This is an optimization exercise on Yosys and OpenROAD, whose aim is small area, a short achievable clock period and few clock cycles per item, not a production implementation.
Only simulation tests tie the RTL to the original design; equivalence was not proved.

File: design/flow/design.v
module mult_dsp (
    input  wire        CLK,
    input  wire [31:0] A,
    input  wire [31:0] B,
    output reg  [63:0] P
);
    reg [31:0] a_reg, b_reg;
    always @(posedge CLK) begin
        a_reg <= A;
        b_reg <= B;
        P     <= a_reg * b_reg;
    end
endmodule
module priority_encoder_4bits (
    input wire [3:0] data,
    output reg [1:0] result,
    output wire zero
);
    assign zero = (data == 4'b0000);
    always @(*)
        case (data)
            0, 1: result = 2'b00;
            2, 3: result = 2'b01;
            4, 5, 6, 7: result = 2'b10;
            default: result = 2'b11;
        endcase
endmodule
module priority_encoder_16bits (
    input wire [15:0] data,
    output wire [3:0] result,
    output wire zero
);
    wire [3:0] reduction = {(|data[15:12]), (|data[11:8]), (|data[7:4]), (|data[3:0])};
    wire [1:0] level1_result;
    wire level1_zero;
    priority_encoder_4bits level1 (
        .data  (reduction),
        .result(level1_result),
        .zero  (level1_zero)
    );
    wire [1:0] level2_result[3:0];
    wire [3:0] level2_zero;
    genvar i;
    generate
        for (i = 0; i < 4; i = i + 1) begin
            priority_encoder_4bits level2 (
                .data  (data[4*i+:4]),
                .result(level2_result[i]),
                .zero  (level2_zero[i])
            );
        end
    endgenerate
    wire [1:0] level2_result_summary = level2_result[level1_result];
    wire level2_zero_summary = level2_zero[level1_result];
    assign result = {level1_result, level2_result_summary};
    assign zero   = level2_zero_summary;
endmodule
module base4_divider (
    input wire clk,
    input wire rst,
    input wire [31:0] dividend,
    input wire [31:0] divisor,
    input wire input_valid,
    output wire [31:0] quotient,
    output wire [31:0] remainder,
    output wire output_valid
);
    localparam STATE_IDLE = 0;
    localparam STATE_PREPROCESS = 1;
    localparam STATE_SHIFT = 2;
    localparam STATE_DIVIDE = 3;
    localparam STATE_CACHED = 4;
    reg [4:0] cycle_counter;
    reg [2:0] state;
    reg [31:0] dividend_reg, divisor_reg;
    reg [15:0] interleaved_dividend_reg;
    reg [33:0] divisor_1, divisor_2, divisor_3;
    reg [65:0] dividend_shift;
    reg [31:0] quotient_shift;
    reg [31:0] last_dividend, last_divisor, last_quotient, last_remainder;   
    wire [15:0] interleaved_dividend_result = {
        dividend[31] | dividend[30],
        dividend[29] | dividend[28],
        dividend[27] | dividend[26],
        dividend[25] | dividend[24],
        dividend[23] | dividend[22],
        dividend[21] | dividend[20],
        dividend[19] | dividend[18],
        dividend[17] | dividend[16],
        dividend[15] | dividend[14],
        dividend[13] | dividend[12],
        dividend[11] | dividend[10],
        dividend[9] | dividend[8],
        dividend[7] | dividend[6],
        dividend[5] | dividend[4],
        dividend[3] | dividend[2],
        dividend[1] | dividend[0]
    };
    wire [3:0] counter_value;
    wire counter_zero;
    priority_encoder_16bits counter (
        .data  (interleaved_dividend_result),
        .result(counter_value),
        .zero  (counter_zero)
    );
    wire [4:0] counter_init = {!counter_zero, counter_value};
    wire counter_end = !cycle_counter[4];
    wire cache_hit = last_dividend == dividend_reg && last_divisor == divisor_reg;
    wire [33:0] divisor_1_gen = divisor_reg;
    wire [33:0] divisor_2_gen = {divisor_reg, 1'b0};
    wire [33:0] divisor_3_gen = divisor_2_gen + divisor_1_gen;
    wire [33:0] dividend_target = dividend_shift[65:32];
    wire lt1 = dividend_target < divisor_1;   
    wire lt2 = dividend_target < divisor_2;   
    wire lt3 = dividend_target < divisor_3;   
    reg [1:0] gen_res;
    always @(*)
        case ({
            lt1, lt2, lt3
        })
            3'b111, 3'b110, 3'b101, 3'b100: gen_res = 0;   
            3'b011, 3'b010: gen_res = 1;   
            3'b001: gen_res = 2;   
            3'b000: gen_res = 3;   
        endcase
    reg [33:0] sel_sub;
    always @(*)
        case (gen_res)
            0: sel_sub = 0;   
            1: sel_sub = divisor_1_gen;   
            2: sel_sub = divisor_2_gen;   
            3: sel_sub = divisor_3_gen;   
        endcase
    wire [33:0] dividend_sub = dividend_target - sel_sub;
    always @(posedge clk)
        if (rst) begin
            cycle_counter            <= 0;
            state                    <= STATE_IDLE;
            dividend_reg             <= 0;
            divisor_reg              <= 0;
            interleaved_dividend_reg <= 0;
            divisor_1                <= 0;
            divisor_2                <= 0;
            divisor_3                <= 0;
            dividend_shift           <= 0;
            quotient_shift           <= 0;
            last_dividend            <= 0;
            last_divisor             <= 0;
            last_quotient            <= 0;
            last_remainder           <= 0;
        end else
            case (state)
                STATE_IDLE: begin
                    if (input_valid) begin
                        state                    <= STATE_PREPROCESS;
                        dividend_reg             <= dividend;
                        divisor_reg              <= divisor;
                        interleaved_dividend_reg <= interleaved_dividend_result;
                    end
                end
                STATE_PREPROCESS: begin
                    if (cache_hit) state <= STATE_CACHED;
                    else state <= STATE_SHIFT;
                    quotient_shift <= 0;
                    dividend_shift <= {34'b0, dividend_reg};
                    divisor_1      <= divisor_1_gen;
                    divisor_2      <= divisor_2_gen;
                    divisor_3      <= divisor_3_gen;
                    cycle_counter  <= counter_init;
                end
                STATE_SHIFT: begin
                    state <= STATE_DIVIDE;
                    dividend_shift <= dividend_shift << {16 - cycle_counter[3:0], 1'b0};   
                end
                STATE_DIVIDE: begin
                    if (counter_end) begin
                        state          <= STATE_IDLE;
                        last_dividend  <= dividend_reg;
                        last_divisor   <= divisor_reg;
                        last_quotient  <= quotient;
                        last_remainder <= remainder;
                    end else begin
                        cycle_counter  <= cycle_counter - 1;
                        quotient_shift <= {quotient_shift[29:0], gen_res};
                    end
                    if (cycle_counter != 5'b10000)
                        dividend_shift <= {dividend_sub[31:0], dividend_shift[31:0], 2'b00};
                    else dividend_shift <= {2'b00, dividend_sub[31:0], 32'b00};
                end
                STATE_CACHED: state <= STATE_IDLE;
                default: state <= STATE_IDLE;
            endcase
    assign output_valid = state == STATE_DIVIDE && counter_end || state == STATE_CACHED;
    assign quotient     = state == STATE_CACHED ? last_quotient : quotient_shift;
    assign remainder    = state == STATE_CACHED ? last_remainder : dividend_shift[63:32];
endmodule
module alu_integer (
    input  wire [ 3:0] op,
    input  wire [31:0] num1,
    input  wire [31:0] num2,
    output reg  [31:0] result,
    output wire [31:0] add
);
    assign add = num1 + num2;
    always @(*)
        case (op)
            4'b0000:  result = add;
            4'b1000:  result = num1 - num2;
            4'b0001:  result = num1 << num2[4:0];
            4'b0010:  result = $signed(num1) < $signed(num2);
            4'b0011: result = num1 < num2;
            4'b0100:  result = num1 ^ num2;
            4'b0101:  result = num1 >> num2[4:0];
            4'b1101:  result = $signed(num1) >>> num2[4:0];
            4'b0110:   result = num1 | num2;
            4'b0111:  result = num1 & num2;
            default:  result = 0;
        endcase
endmodule
module alu_muldiv (
    input wire clk,
    input wire rst,
    input wire [2:0] op,
    input wire input_valid,
    input wire [31:0] num1,
    input wire [31:0] num2,
    output reg [31:0] result,
    output reg busy
);
    wire [31:0] mul_num1, mul_num2;
    wire [63:0] mul_result;
    mult_dsp mul_module (
        .CLK(clk),
        .A  (mul_num1),
        .B  (mul_num2),
        .P  (mul_result)
    );
    wire [31:0] div_dividend, div_divisor;
    wire [31:0] div_quotient, div_remainder;
    wire div_done;
    wire div_tx_valid;
    base4_divider div_module (
        .clk         (clk),
        .rst         (rst),
        .dividend    (div_dividend),
        .divisor     (div_divisor),
        .input_valid (div_tx_valid),
        .quotient    (div_quotient),
        .remainder   (div_remainder),
        .output_valid(div_done)
    );
    wire num1_sign = num1[31], num2_sign = num2[31];
    reg num1_signed, num2_signed;
    wire result_sign_flip = (num1_sign && num1_signed) ^ (num2_sign && num2_signed);
    wire rem_sign_flip = num1_sign && num1_signed;
    wire divide_by_zero = num2 == 0;
    wire [31:0] abs_num1 = num1_sign && num1_signed ? -num1 : num1, abs_num2 = num2_sign && num2_signed ? -num2 : num2;
    assign mul_num1     = abs_num1;
    assign mul_num2     = abs_num2;
    assign div_dividend = abs_num1;
    assign div_divisor  = abs_num2;
    always @(*) begin
        case (op)
            3'b000, 3'b001, 3'b100, 3'b110: begin
                num1_signed = 1;
                num2_signed = 1;
            end
            3'b010: begin
                num1_signed = 1;
                num2_signed = 0;
            end
            3'b011, 3'b101, 3'b111: begin
                num1_signed = 0;
                num2_signed = 0;
            end
        endcase
    end
    reg [2:0] state;
    reg [63:0] mul_result_signed;
    wire op_is_division = op[2] == 1;
    assign div_tx_valid = input_valid && state != 6 && op_is_division;
    always @(posedge clk)
        if (rst) begin
            state             <= 0;
            mul_result_signed <= 0;
        end else
            case (state)
                0: if (input_valid) state <= op_is_division ? 6 : 1;
                1:   state <= 2;
                2:   state <= 3;
                3:   state <= 4;
                4: begin
                    mul_result_signed <= result_sign_flip ? -mul_result : mul_result;
                    state             <= 5;
                end
                5: state <= 0;
                6: if (div_done) state <= 0;
                default: state <= 0;
            endcase
    always @(*)
        case (state)
            0: busy = input_valid;
            1, 2, 3, 4: busy = 1;
            5: busy = 0;
            6: busy = !div_done;
            default: busy = 0;
        endcase
    reg [31:0] div_result_quotient, div_result_remainder;
    always @(*)
        case ({
            divide_by_zero, result_sign_flip
        })
            2'b00: begin
                div_result_quotient  = div_quotient;
                div_result_remainder = rem_sign_flip ? -div_remainder : div_remainder;
            end
            2'b01: begin
                div_result_quotient  = -div_quotient;
                div_result_remainder = rem_sign_flip ? -div_remainder : div_remainder;
            end
            2'b10, 2'b11: begin
                div_result_quotient  = 32'hFFFFFFFF;
                div_result_remainder = num1;
            end
        endcase
    always @(*)
        case (op)
            3'b000: result = mul_result_signed[31:0];
            3'b001, 3'b011, 3'b010: result = mul_result_signed[63:32];
            3'b100, 3'b101: result = div_result_quotient;
            3'b110, 3'b111: result = div_result_remainder;
        endcase
endmodule
module alu_zicond (
    input wire [31:0] num1,
    input wire [31:0] num2,
    input wire [ 2:0] op,
    output reg [31:0] result
);
    wire num2_eqz = num2 == 0;
    always @(*)
        case (op)
            3'b101: result = num2_eqz ? 0 : num1;
            3'b111: result = num2_eqz ? num1 : 0;
            default: result = 0;
        endcase
endmodule
module alu (
    input wire clk_i,
    input wire rst_i,
    input wire [3:0] alu_op_i,
    input wire [1:0] alu_section_i,
    input wire [31:0] alu_num1_i,
    input wire [31:0] alu_num2_i,
    output reg [31:0] alu_result_o,
    output wire [31:0] alu_add_result_o,
    input wire alu_valid_i,
    output wire alu_busy_o
);
    wire [31:0] integer_result, muldiv_result, zicond_result;
    wire muldiv_busy;
    alu_integer integer_module (
        .op    (alu_op_i),
        .num1  (alu_num1_i),
        .num2  (alu_num2_i),
        .result(integer_result),
        .add   (alu_add_result_o)
    );
    alu_muldiv muldiv_module (
        .clk        (clk_i),
        .rst        (rst_i),
        .op         (alu_op_i[2:0]),
        .input_valid(alu_valid_i && alu_section_i == 2'b01),
        .num1       (alu_num1_i),
        .num2       (alu_num2_i),
        .result     (muldiv_result),
        .busy       (muldiv_busy)
    );
    alu_zicond zicond_module (
        .num1  (alu_num1_i),
        .num2  (alu_num2_i),
        .op    (alu_op_i[2:0]),
        .result(zicond_result)
    );
    assign alu_busy_o = muldiv_busy;
    always @(*)
        case (alu_section_i)
            2'b00: alu_result_o = integer_result;
            2'b01: alu_result_o = muldiv_result;
            2'b10: alu_result_o = zicond_result;
            default: alu_result_o = 0;
        endcase
endmodule
File: design/flow/run.sh
#!/bin/bash
# synth_recipe.tcl (not shown) runs the flow's synth.tcl, then flattens the netlist and writes it again
# the make line also repeats each setting of config.mk as NAME=value (left out here)
make -C /OpenROAD-flow-scripts/flow DESIGN_CONFIG=/design/flow/config.mk WORK_HOME=/design/flow/orfs CLKGATE_MAP_FILE= SYNTH_SCRIPT=/design/flow/synth_recipe.tcl finish
File: design/flow/config.mk
export PLATFORM = sky130hd
export DESIGN_NAME = alu
export DESIGN_NICKNAME = alu
export VERILOG_FILES = /design/flow/design.v
export SDC_FILE = /design/flow/constraint.sdc
export NUM_CORES = 4
export LEC_CHECK = 0
export CAP_MARGIN = 20
export CORE_MARGIN = 2
export CORE_UTILIZATION = 40
export SLEW_MARGIN = 20
File: design/flow/constraint.sdc
create_clock -name core_clock -period 11.0 [get_ports {clk_i}]
set_input_delay 2.2000 -clock core_clock [delete_from_list [all_inputs] [get_ports {clk_i}]]
set_output_delay 2.2000 -clock core_clock [all_outputs]
set_load 0.01 [all_outputs]
==> impl_metrics.yaml <==
layout:
  final_common_cell: "nand2_1"
  largest_reg_flops: 66
  largestRegisters: "muldiv_module.div_module.dividend_shift: 66 flops, muldiv_module.mul_module.P: 64 flops, muldiv_module.mul_result_signed: 64 flops"
  synthToLayoutAreaGrowth_pct: 8.35
  final_cell_mix: "nand2_1 (1272), inv_1 (1067), fa_1 (900), a21oi_1 (638), and2_1 (626)"
  drive_gt1_frac: 0.0623
  num-fill-cells: 19188
  regMostFlops: "muldiv_module.div_module.dividend_shift"
  num-nets-final: 10759
floorplanning:
  io_pins: 138
  die_area_sq_um: 196000
  rows: 161
  fp.dieW_microns: 443
  die_h_microns: 443
  initial_core_util: 0.402
  coreArea_sq_um: 192000
sta:
  rsz0062_at_grt: "false"
  worst_pin_slew_ns: 1.31
  hold_viol: 0
  hold_ws_ns: 0.451
  drv_slew: 0
  setup_viol: 0
  max_freq_ghz: 0.0998
  finalCritPeriodShare: 0.911
  skew_ns: 0.0662
  tns_ns: 0
  relSlewSlack: 0.120
  fin_crit_ns: 10.02
clocking:
  cts_resized: 0
  path_clk_slew_ns: 0.05
  h-tree-depth: 3
  cts_tree: "built"
  cts_made_buffers: 66
  clkLatencyLatePin_ns: 0.71
  hold_buffers: 0
  cts_setup_buffers: 0
  root_buffer: "clkbuf_16"
  cts.sinks: 558
  clk_path_buf_depth: 3
critical_path:
  crit_path_max_fanout: 13
  r2r_start: "muldiv_module.mul_module.a_reg[10]"
  path_class: "input port to output pin"
  startpoint: "alu_num1_i[19]"
  arrival_ns: 7.82
  crit_path_start_kind: "input port"
  worstReg2RegEnd: "muldiv_module.mul_module.P[58]"
  cp-endpoint: "alu_result_o[28]"
  reg2regPathDepth: 26
  critPathRequiredTime_ns: 8.80
  rrSetupSlack_ns: 2.07
  end_kind: "output pin"
logic_synthesis:
  syn_inst: 9455
  yosysWarnings: 8
  synth_flop_cell: "dfxtp_1"
  syn_area_sq_um: 77100
  postSynthNetCount: 10954
  synth_seq_cells: 558
  synth_edf_count: 0
  synth.distinct_cells: 92
  ys_seq_area_frac: 0.145
  synth_async_sr_flop_share: 0
  synth_area_per_cell_sq_um: 8.15
global_routing:
  grt_pass1_wl_microns: 472000
  grt_pass1_vias: 69714
  overflow: 0
  grt_max_degree: 92
  antenna_found_initial: 26
  grtUsageTotal: 0.322
placement:
  place_hpwl_microns: 254000
  portBuffers: 137
  gp_congestion: 1.07
routing:
  drt-pass1-iter-count: 6
  ant_nets: 0
  drt_wl_total_microns: 320000
  via_per_inst: 5.85
  wl_per_cell_microns: 27.0
  drt_iter0_drc: 6153
  via_count: 69302
  drcViolationCount: 0
hold_path:
  min_path_cells: 2
  hp-class: "flop to flop"
outcome:
  outcome: "timing/DRC/antenna clean"
job:
  drv_cap: 0
[layer usage]
layer  GRT usage  up-vias  share of wire
met3      0.0513      673          0.066
met2       0.523     2507           0.46
met1       0.409    35062           0.41
met4       0.179        4          0.063
li1            -    31056              -
met5           0        -       0.000075
[synthesized netlist by cell type (all sizes together) (25+ instances only)]
cell type     n  area [sq um]
nor2        599          2250
dfxtp       558         11200
and3         32           200
a211o        25           219
o21ai       349          1750
o211ai       98           736
a211oi      157          1180
a221oi      101           885
mux4         84          1890
a21o         90           676
mux2         30           338
o21a         38           285
clkbuf      569          2140
o21bai       39           293
a31oi        63           394
and2        627          3920
o31ai        42           315
nor2b        32           200
nand3       143           721
nor3        147           751
buf          72           313
inv        1069          4010
or3          56           350
a21oi       640          3200
ha          526          6580
mux2i       228          2280
fa          900         18000
o221ai       27           236
nor4         46           345
nand4        65           407
nand2b       33           206
nand2      1274          4790
xnor2       284          2490
xor2        118          1030
[cell families (layout without fill, tap and decap cells)]
family          count (synthesis)  after routing  share of synthesized area
compound gates               1886           1886                      0.157
xor+xnor                      402            402                     0.0457
fa+ha+maj                    1426           1426                      0.319
buf+inv                      1713           1569                     0.0840
flops                         558            558                      0.145
mux                           342            342                     0.0585
other cells                     0             13                          0
simple gates                 3128           3128                      0.191
[worst min-delay path by stage]
| stage | to | slack (ns) | start |
|---|---|---|---|
| after floorplan | muldiv_module.div_module.divisor_3[32] | 0.43 | muldiv_module.div_module.divisor_3[32] |
| final | muldiv_module.div_module.divisor_2[17] | 0.45 | muldiv_module.div_module.divisor_2[17] |
| after CTS | muldiv_module.div_module.divisor_2[8] | 0.45 | muldiv_module.div_module.divisor_2[8] |
| after detailed placement | muldiv_module.div_module.divisor_2[8] | 0.45 | muldiv_module.div_module.divisor_2[8] |
| after global routing | muldiv_module.div_module.divisor_3[28] | 0.47 | muldiv_module.div_module.divisor_3[28] |
| after global placement | muldiv_module.div_module.divisor_2[5] | 0.44 | muldiv_module.div_module.divisor_2[5] |
[metrics by stage]
step	cells	utilization	area [sq um]	setup WS, ns
finish	11850	0.435	83500	0.976
global route	11840	0.435	83500	0.957
global placement	11718	0.423	81200	1.16
detailed placement	11718	0.423	81200	1.16
floorplan	9455	-	77100	2.78
CTS	11837	0.435	83500	1.13
[cell type report]
cell class	count	area, sq um	area share
repair buffers	378	3160	0.0378
inverters	1072	4020	0.0482
clock inverters	29	319	0.00382
flip-flops and latches	558	11200	0.134
clock buffers	90	1950	0.0233
diodes	13	32.5	0.000389
multi-input cells	7184	59700	0.715
well taps	2526	3160	0.0378
[critical path: stages]
cell and delay [ns]:
clkdlybuf4s50_1 1.08, inv_1 0.30, ha_1 0.69, and2_1 0.25
nand3_1 0.13, nor3_1 0.29, nand2_1 0.11, o31a_1 0.24
o21ai_0 0.20, buf_4 0.24, a31oi_1 0.17, xnor2_1 0.30
a221oi_1 0.18, o21ai_0 0.72, clkdlybuf4s50_1 0.69
Testbench counts, summed over its fixed seeds: cycles 94,269, ops 16,000.

[what the ideal ports hide]
Ports are ideal in the flow. The routed layout listed here was re-timed in OpenROAD. Step 1 sets driving cells, clkbuf_16 on the clock port and buf_2 on the other inputs (assumed; they add their load-dependent delay and slew). Step 2 adds t to the input delays and takes it off the output delays; t is the mean of the earliest and latest rising clock arrival at the registers after step 1. Input paths then give back, and output paths get back, about the clock's delay inside the block. a / b / c = no drivers / after step 1 / after step 2; a / b = the first two.
t, ns: 0.750
setup slack, ns: 0.976 / 0.948 / 0.948
hold slack, ns: 0.451 / 0.451 / 0.451
worst setup path at the end: input to output
slew at the worst register clock pin (ns): 0.07 / 0.07
After both steps setup and hold are still met in this run. For this run, drivers alone change the setup slack by -0.028 ns; drivers and shift together by -0.028 ns.
